Source: an optimization exercise on an open RTL-to-GDS flow (aim: small area, a short achievable clock period and few clock cycles). Production flows keep margins and buffers that such runs may drop.
For this run, only the layout was checked, not whether the RTL still works.
Power is estimated from default activity; no workload was simulated.

<file path="flow/run.sh">
#!/bin/bash
# synth_recipe.tcl (not shown) runs the flow's synth.tcl, then flattens the netlist and writes it again
# the make line also repeats each setting of config.mk as NAME=value (left out here)
make -C /OpenROAD-flow-scripts/flow DESIGN_CONFIG=/design/flow/config.mk WORK_HOME=/design/flow/orfs CLKGATE_MAP_FILE= SYNTH_SCRIPT=/design/flow/synth_recipe.tcl finish
</file>
<file path="flow/config.mk">
export PLATFORM = sky130hd
export DESIGN_NAME = cpu
export DESIGN_NICKNAME = cpu
export VERILOG_FILES = /design/flow/design.v
export SDC_FILE = /design/flow/constraint.sdc
export NUM_CORES = 4
export LEC_CHECK = 0
export CAP_MARGIN = 20
export CORE_MARGIN = 2
export CORE_UTILIZATION = 40
export SLEW_MARGIN = 20
</file>
<file path="flow/constraint.sdc">
create_clock -name core_clock -period 10.0 [get_ports {clk}]
set_input_delay 2.0000 -clock core_clock [delete_from_list [all_inputs] [get_ports {clk}]]
set_output_delay 2.0000 -clock core_clock [all_outputs]
set_load 0.01 [all_outputs]
</file>
<file path="flow/design.v">
module shifter(in, shift, out);
  input [15:0] in;
  input [1:0] shift;
  output reg [15:0] out;
  always @(*) begin
    case(shift)
      2'b00: out = in;   
      2'b01: out = in << 1;   
      2'b10: out = in >> 1;   
      2'b11: out = {in[15], in[15:1]};   
      default: out = {16{1'bx}};    
    endcase
  end
endmodule
module ALU(ain, bin, alu_op, out, status);
  input [15:0] ain, bin;
  input [1:0] alu_op;
  output [15:0] out;
  output [2:0] status;
  ALU_result result(ain, bin, alu_op, out);  
  ALU_status result_status(ain, bin, out, status);  
endmodule
module ALU_result(ain, bin, alu_op, out);
  input [15:0] ain, bin;
  input [1:0] alu_op;
  output reg [15:0] out;
  always @(*) begin
    case(alu_op)
      2'b00: out = ain + bin;   
      2'b01: out = ain - bin;   
      2'b10: out = ain & bin;   
      2'b11: out = ~bin;        
      default: out = {16{1'bx}};   
    endcase
  end
endmodule
module ALU_status(ain, bin, alu_result, status);
  input [15:0] ain, bin, alu_result;
  output [2:0] status;
  assign status = {ain[15] & bin[15] & ~alu_result[15],   
                   alu_result[15],         
                   alu_result == 16'b0};   
endmodule
module Load_enabled_register(clk, load, in, out);
  parameter width = 16;  
  input clk, load;
  input [width-1:0] in;
  output [width-1:0] out; 
  reg [width-1:0] out;  
  wire[width-1:0] next_out = load ? in : out;
  always @(posedge clk) begin
    out <= next_out;   
  end
endmodule
module Decoder(in, out);
  parameter in_width = 3;
  parameter out_width = 8;
  input [in_width-1:0] in;
  output [out_width-1:0] out;
  wire [out_width-1:0] out = 1 << in; 
endmodule
module MUX_2in_binary(in1, in0, select, out);
  parameter width = 16;   
  input [width-1:0] in1, in0;
  input select;
  output reg [width-1:0] out;
  always @(*) begin
    case(select)
      1'b0: out = in0;
      1'b1: out = in1;
      default: out = {width{1'bx}};   
    endcase
  end
endmodule
module MUX_4in_binary(in3, in2, in1, in0, select, out);
  parameter width = 16;   
  input [width-1:0] in3, in2, in1, in0;
  input [1:0] select;
  output reg [width-1:0] out;
  always @(*) begin
    case(select)
      2'b00: out = in0;
      2'b01: out = in1;
      2'b10: out = in2;
      2'b11: out = in3;
      default: out = {width{1'bx}};   
    endcase
  end
endmodule
module MUX_8in(in7, in6, in5, in4, in3, in2, in1, in0, select, out);
  parameter width = 16;  
  input [width-1:0] in7, in6, in5, in4, in3, in2, in1, in0;
  input [7:0] select;
  output reg [width-1:0] out;
  always @(*) begin
    case(select)
      8'b00000001: out = in0;
      8'b00000010: out = in1;
      8'b00000100: out = in2;
      8'b00001000: out = in3;
      8'b00010000: out = in4;
      8'b00100000: out = in5;
      8'b01000000: out = in6;
      8'b10000000: out = in7;
      default: out = {width{1'bx}};  
    endcase
  end
endmodule
module Register_file(clk, data_in, write, writenum, readnum, data_out);
  input clk, write;   
  input [2:0] writenum, readnum;   
  input [15:0] data_in;  
  output [15:0] data_out;  
  wire [7:0] decoded_writenum;
  Decoder #(3, 8) decoder_write(writenum, decoded_writenum);
  wire [15:0] R0, R1, R2, R3, R4, R5, R6, R7; 
  Load_enabled_register #(16) R0_reg(clk, write & decoded_writenum[0], data_in, R0);
  Load_enabled_register #(16) R1_reg(clk, write & decoded_writenum[1], data_in, R1);
  Load_enabled_register #(16) R2_reg(clk, write & decoded_writenum[2], data_in, R2);
  Load_enabled_register #(16) R3_reg(clk, write & decoded_writenum[3], data_in, R3);
  Load_enabled_register #(16) R4_reg(clk, write & decoded_writenum[4], data_in, R4);
  Load_enabled_register #(16) R5_reg(clk, write & decoded_writenum[5], data_in, R5);
  Load_enabled_register #(16) R6_reg(clk, write & decoded_writenum[6], data_in, R6);
  Load_enabled_register #(16) R7_reg(clk, write & decoded_writenum[7], data_in, R7);
  wire [7:0] decoded_readnum;
  Decoder #(3, 8) decoder_read(readnum, decoded_readnum);
  MUX_8in #(16) output_multiplexer(R7, R6, R5, R4, R3, R2, R1, R0, decoded_readnum, data_out);
endmodule
module datapath(clk,  
                readnum, vsel, loada, loadb,   
                shift, asel, bsel, ALUop, loadc, loads, sximm5,  
                writenum, write, sximm8, mdata, PC,  
                status, datapath_out  
              );
   input clk, write, asel, bsel, loada, loadb, loadc, loads;
   input [2:0] readnum, writenum;
   input [1:0] ALUop, shift, vsel;
   input [15:0] mdata, sximm8, sximm5;
   input [7:0] PC;
   output [2:0] status;
   output [15:0] datapath_out;  
   wire [15:0] reg_data_in;   
   wire [15:0] reg_data_out;
   Register_file REGFILE(clk, reg_data_in, write, writenum, readnum, reg_data_out);
   wire [15:0] pipeline_reg_A_out, pipeline_reg_B_out;
   Load_enabled_register #(16) pipeline_reg_A(clk, loada, reg_data_out, pipeline_reg_A_out);
   Load_enabled_register #(16) pipeline_reg_B(clk, loadb, reg_data_out, pipeline_reg_B_out);
   wire [15:0] pipeline_reg_B_out_shifted;
   shifter shift_reg_B(pipeline_reg_B_out, shift, pipeline_reg_B_out_shifted);
   wire [15:0] source_operand_A_out, source_operand_B_out;
   MUX_2in_binary source_operand_A(16'b0, pipeline_reg_A_out, asel, source_operand_A_out);
   MUX_2in_binary source_operand_B(sximm5, pipeline_reg_B_out_shifted, bsel, source_operand_B_out);
   wire [15:0] alu_out;
   wire[2:0] alu_status;
   ALU alu_block(source_operand_A_out, source_operand_B_out, ALUop, alu_out, alu_status);
   Load_enabled_register #(3) status_register(clk, loads, alu_status, status);
   Load_enabled_register #(16) pipeline_reg_C(clk, loadc, alu_out, datapath_out);
   MUX_4in_binary writeback_mux(mdata, sximm8, {8'b0, PC}, datapath_out, vsel, reg_data_in);
endmodule
module vDFF(clk,D,Q);
  parameter n=1;
  input clk;
  input [n-1:0] D;
  output [n-1:0] Q;
  reg [n-1:0] Q;
  always @(posedge clk)
    Q <= D;
endmodule
module cpu(clk,reset,s,load,in,out,N,V,Z,w);
  input clk, reset, s, load;
  input [15:0] in;
  output [15:0] out;
  output N, V, Z, w;
  wire [15:0] inst_reg_out;
  Load_enabled_register #(16) instruction_register(clk, load, in, inst_reg_out);
  wire [2:0] nsel, opcode, readnum, writenum;
  wire [1:0] op, ALUop, shift;
  wire [15:0] sximm5, sximm8;
  Inst_dec instruction_decoder(inst_reg_out, nsel, opcode, op, ALUop, sximm5, sximm8, shift, readnum, writenum);
  wire [1:0] vsel;
  wire loada, loadb, asel, bsel, loadc, loads, write; 
  Controller datapath_controller(clk, s, reset, opcode, op, w, loada, loadb, loadc, loads, asel, bsel, vsel, nsel, write);
  datapath DP(.clk(clk),  
                .readnum(readnum), .vsel(vsel), .loada(loada), .loadb(loadb),   
                .shift(shift), .asel(asel), .bsel(bsel), .ALUop(ALUop), .loadc(loadc), .loads(loads), .sximm5(sximm5),  
                .writenum(writenum), .write(write), .sximm8(sximm8), .mdata(16'b0), .PC(8'b0),  
                .status({V, N, Z}), .datapath_out(out)  
              );
endmodule
module Inst_dec(inst_reg, nsel, opcode, op, ALUop, sximm5, sximm8, shift, readnum, writenum);
  input [15:0] inst_reg;
  input [2:0] nsel;
  output [2:0] opcode, readnum, writenum;
  output [1:0] op, ALUop, shift;
  output [15:0] sximm5, sximm8;
  assign opcode = inst_reg[15:13];
  assign op = inst_reg[12:11];
  assign ALUop = op;  
  assign sximm5 = { {11{inst_reg[4]}}, inst_reg[4:0] };   
  assign sximm8 = { {8{inst_reg[7]}}, inst_reg[7:0] };    
  assign shift = inst_reg[4:3];
  assign readnum = (nsel == 3'b001) ? inst_reg[10:8]   
                 : (nsel == 3'b010) ? inst_reg[7:5]    
                 : (nsel == 3'b100) ? inst_reg[2:0]    
                 : 3'bxxx;
  assign writenum = readnum;
endmodule
module Controller(clk, s, reset, opcode, op, w, loada, loadb, loadc, loads, asel, bsel, vsel, nsel, write);
  input clk, s, reset;
  input [2:0] opcode;
  input [1:0] op;
  output w, loada, loadb, loadc, loads, asel, bsel, write;
  output [2:0] nsel;
  output [1:0] vsel;
  wire [2:0] present_state, next_state;
  wire [2:0] next_state_reset = reset ? 3'b000 : next_state;
  reg [15:0] next;
  vDFF #(3) clk_state(clk, next_state_reset, present_state);
  always @(*) begin
    casex({s, opcode, op, present_state})
      {6'b0xxxxx, 3'b000}: next = {3'b000, 13'b1000000000000};   
      {6'b1xxxxx, 3'b000}: next = {3'b001, 13'b1000000000000};  
      {6'bx11010, 3'b001}: next = {3'b101, 13'b0};  
      {6'bx10101, 3'b001}, {6'bx101x0, 3'b001}: next = {3'b010, 13'b0};  
      {6'bx11000, 3'b001}, {6'bx10111, 3'b001}: next = {3'b011, 13'b0};  
      {6'bxxxxxx, 3'b010}: next = {3'b011, 13'b0100000000010};  
      {6'bxxxxxx, 3'b011}: next = {3'b100, 13'b0010000001000};  
      {6'bx11000, 3'b100}: next = {3'b101, 13'b0001010000000};  
      {6'bx10111, 3'b100}, {6'bx101x0, 3'b100}: next = {3'b101, 13'b0001000000000};  
      {6'bx10101, 3'b100}: next = {3'b000, 13'b0000100000000};  
      {6'bx11010, 3'b101}: next = {3'b000, 13'b0000000100011};  
      {6'bxxxxxx, 3'b101}: next = {3'b000, 13'b0000000000101};  
      default: next = {16{1'bx}};
   endcase
  end
  assign {next_state, w, loada, loadb, loadc, loads, asel, bsel, vsel, nsel, write} = next;
endmodule
</file>
==> results.txt <==
[cells in the mapped netlist (7+ instances only)]
cell type and n:
a21o_1 14, a21oi_1 39, a22oi_1 7, a31oi_1 9
and2_1 17, buf_2 13, clkbuf_1 20, edfxtp_1 195
ha_1 15, inv_1 12, mux2i_1 34, mux4_2 16
nand2_1 105, nand2b_1 11, nand3_1 17, nor2_1 52
nor3_1 16, nor3b_1 7, o21a_1 8, o21ai_0 27
o21ai_1 8, xnor2_1 9, xor2_1 11
[power groups by stage]
stage / combinational [mW] / clock, mW / sequential (mW)
floorplan: 0.256 / 0 / 0.966
global placement: 0.336 / 0 / 0.972
detailed placement: 0.338 / 0 / 0.972
CTS: 0.341 / 0.645 / 0.954
global route: 0.379 / 0.678 / 0.956
finish: 0.341 / 0.636 / 0.954
[worst max-delay path, delay by kind of cell]
kind | cells | cell delay, ns
muxes | 1 | 0.31
buffers and inverters | 2 | 0.81
and+or+nand+nor | 2 | 0.91
AOI/OAI and AO/OA | 4 | 1.70
[cells in the final DEF (no fill, tap or decap), types with 12 or more instances in the layout]
cell and count:
edfxtp_1 195, nand2_1 105, nor2_1 52, a21oi_1 39, clkdlybuf4s50_1 39, mux2i_1 34
o21ai_0 26, buf_4 18, and2_1 17, nand3_1 17, clkbuf_16 17, mux4_2 16
ha_1 15, a21o_1 14, nor3_1 13, inv_1 12
[stage by stage]
stage          cell area [um^2]  hold WS, ns  utilization (%)  worst slack, ns  power, mW
2_1_floorplan              9980        0.543                -             4.60       1.22
3_3_place_gp              10700        0.593             43.9             4.14       1.31
3_5_place_dp              10700        0.618             43.9             4.05       1.31
4_1_cts                   11300        0.641             46.2             4.50       1.94
5_1_grt                   11300        0.658             46.2             4.05       2.01
6_report                  11300        0.649             46.2             4.39       1.93
[layout make-up]
type,instances,share of cell area (%)
sequential,198,52.5
tap,324,3.60
timing repair buffer,57,4.67
inverter,13,0.433
clock buffer,17,3.78
multi-input combinational,539,33.9
clock inverter,15,1.06
[per-layer routing]
metal / GRT usage [%] / vias to the layer above
li1: - / 3096
met1: 24.7 / 3213
met2: 28.1 / 152
met3: 2.63 / 28
met4: 5.83 / 0
met5: 0 / -
[worst max-delay path by stage]
| stage | from | slack, ns | end |
|---|---|---|---|
| floorplan | s | 4.60 | DP.REGFILE.R1_reg.out[0] |
| global placement | s | 4.14 | DP.REGFILE.R2_reg.out[10] |
| detailed placement | s | 4.05 | DP.REGFILE.R2_reg.out[9] |
| CTS | s | 4.50 | DP.REGFILE.R2_reg.out[13] |
| global route | s | 4.05 | DP.REGFILE.R2_reg.out[13] |
| finish | s | 4.39 | DP.REGFILE.R2_reg.out[13] |
[flip-flops by register name (all words and copies together), names as in the netlist]
signal and count:
DP.REGFILE.R0_reg.out 16, DP.REGFILE.R1_reg.out 16, DP.REGFILE.R2_reg.out 16, DP.REGFILE.R3_reg.out 16, DP.REGFILE.R4_reg.out 16, DP.REGFILE.R5_reg.out 16, DP.REGFILE.R6_reg.out 16, DP.REGFILE.R7_reg.out 16
DP.pipeline_reg_A.out 16, DP.pipeline_reg_B.out 16, DP.pipeline_reg_C.out 16, instruction_register.out 16, DP.status_register.out 3, datapath_controller.clk_state.Q 3
[kinds of logic after synthesis]
group                    after synthesis
AND/OR/NAND/NOR                      270
flip-flops                           198
AO/OA/AOI/OAI                        173
buffers and inverters                 57
multiplexers                          54
XOR/XNOR                              25
adder cells (fa/ha/maj)               17
==> summary.txt <==
CTS resizes -> 0
IO Count -> 40
CTS tree -> yes
Mux share of post-synthesis cell area -> 7.47%
Vias per inst -> 5.58
Die ar. -> 26200 um^2
Die height -> 162 um
CP Launch Type -> input pin
Sequential share of the synthesized area -> 59.2%
Routed wl met3 -> 874 um
Core area -> 24400 um^2
Ant diodes -> 0
Post-layout min period -> 5.61 ns
Worst Setup Path Type -> input pin to flop
IO buf count -> 39
Vias in the first global route -> 6283
Yosys cell types -> 89
Reg2Reg Setup Slack -> 4.71 ns
Synth area leaders -> edfxtp_1 59%, nand2_1 3.9%, mux4_2 3.6%, mux2i_1 3.4%, a21oi_1 2.0%
Total congestion overflow -> 0
Maximum buffer depth of the clock tree -> 2
DP HPWL -> 15.5 mm
Gate power share -> 17.7%
Share of cells above drive strength 1 -> 11.6%
FF/Latch Area -> 5920 um^2
Mapped Area -> 9980 um^2
Clk Latency, worst-skew pair -> 0.43 ns
Compound-Gate Fraction of Synth Area -> 12.2%
# DRC -> 0
Max_cap viols -> 0
Internal -> 1.40 mW
Clock power share -> 33.0%
Min-Delay Endpoint -> DP.pipeline_reg_B.out[11]
Initial Utilization -> 40.9%
Hold Vio Cnt, Final -> 0
Synthesized flop and latch total -> 198
Rel. slew slack -> 28.5%
Non-Filler Instances -> 1163
Simple-gate area share of the yosys netlist -> 13.4%
Skew final -> 0.0127 ns
Die Width -> 162 um
Initial DRT Pass Iterations -> 5
Status -> finished clean
R2R depth -> 15
Main combinational cell family by area after synthesis -> simple AND/OR/NAND/NOR gates
Leak Pwr -> 3.95 nW
Slew @ Worst Pin -> 1.07 ns
Ys async rst share -> 0%
Hold Path Depth -> 1
Tot GR Track Use -> 17.6%
HP Class -> flop to flop
CP arrival -> 5.73 ns
Cts bufs inserted -> 17
Reg2Reg Launch Point -> instruction_register.out[3]
Met1 Routed Length -> 10.5 mm
Crit end category -> flop
First-pass GRT wire length -> 35.4 mm
CP max FO -> 29
Crit path required time -> 10.11 ns
Hold_sp -> DP.REGFILE.R0_reg.out[11]
Crit-path slowest cell -> o21a_1
DR top layer -> met4
DR WL/cell -> 19.1 um
Post-synth EDFFs -> 195
Remaining antenna violation count -> 0
Met2 WL -> 10.5 mm
Post-synthesis adder-cell area fraction -> 2.18%
Initial detailed-routing violation count -> 497
Multi-input logic area -> 3820 um^2
H-tree depth -> 4
Net Switching -> 530 uW
Rows -> 57
Slowest Stage Delay on Critical Path -> 0.83 ns
Final max-slew violation count -> 0
CTS root buffer -> clkbuf_16
Cell accounting for the most synthesized area -> edfxtp_1
Hold_buf cts -> 0
Sw Ratio -> 27.4%
Largest net degree at the start of global routing -> 46
Synth top area share -> 58.6%
RSZ-0062 raised after global routing -> false
Post-CTS setup buffers -> 0
Net Count, Synth -> 830
Critical R2R Capture -> DP.status_register.out[0]
Fin nets -> 862
DRT Wirelength -> 22.2 mm
Final Cycle Share -> 56.1%
GPL Wtd Cong -> 0.784
XOR/XNOR Fraction of Synth Area -> 2.89%
Inst Count DP -> 1131
Most used DFF post-synth -> edfxtp_1
Filler cells -> 2206
Clk sink count -> 198
Peak Freq -> 178 MHz
Final setup viols -> 0
Pwr dens -> 172 nW/um^2
Gate Count Post-Synth -> 794
Syn Area/Cell -> 12.6 um^2
Peak VDD IR -> 0.000124 V
Worst-path cell chain -> clkdlybuf4s50_1 > o221a_2 > o2111ai_1 > nor4_2 > mux2i_1 > o21a_1 > o21ai_0 > nor3_2 > buf_4
Reg clk slew, reported paths -> 0.07 ns
Sequential fraction of design power -> 49.4%
Via count -> 6489
Yosys warnings -> 9
Initial antenna violation count -> 0
P&R area growth vs syn -> 12.8%
Setup tns final -> 0 ns

## what the ideal ports hide
The results above use ideal ports. As a check the final layout listed here was re-extracted and re-timed, cells and wires unchanged. Step 1 sets driving cells, clkbuf_16 on the clock port and buf_2 on the other inputs (assumed; they add their load-dependent delay and slew). Step 2 times the ports against the registers' clock, not the clock port: input delays grow and output delays shrink by t, the midpoint of the rising clock arrivals with the driver on. Three values: no drivers, after step 1, after step 2; two values: the first two.
shift t [ns]: 0.471
slack for setup (ns): 4.385 / 4.405 / 3.935
worst setup path at the end: input to register
slew at the worst register clock pin (ns): 0.07 / 0.07
After both steps setup and hold are still met in this run. For this run, drivers alone change the setup slack by +0.020 ns; drivers and shift together by -0.450 ns.
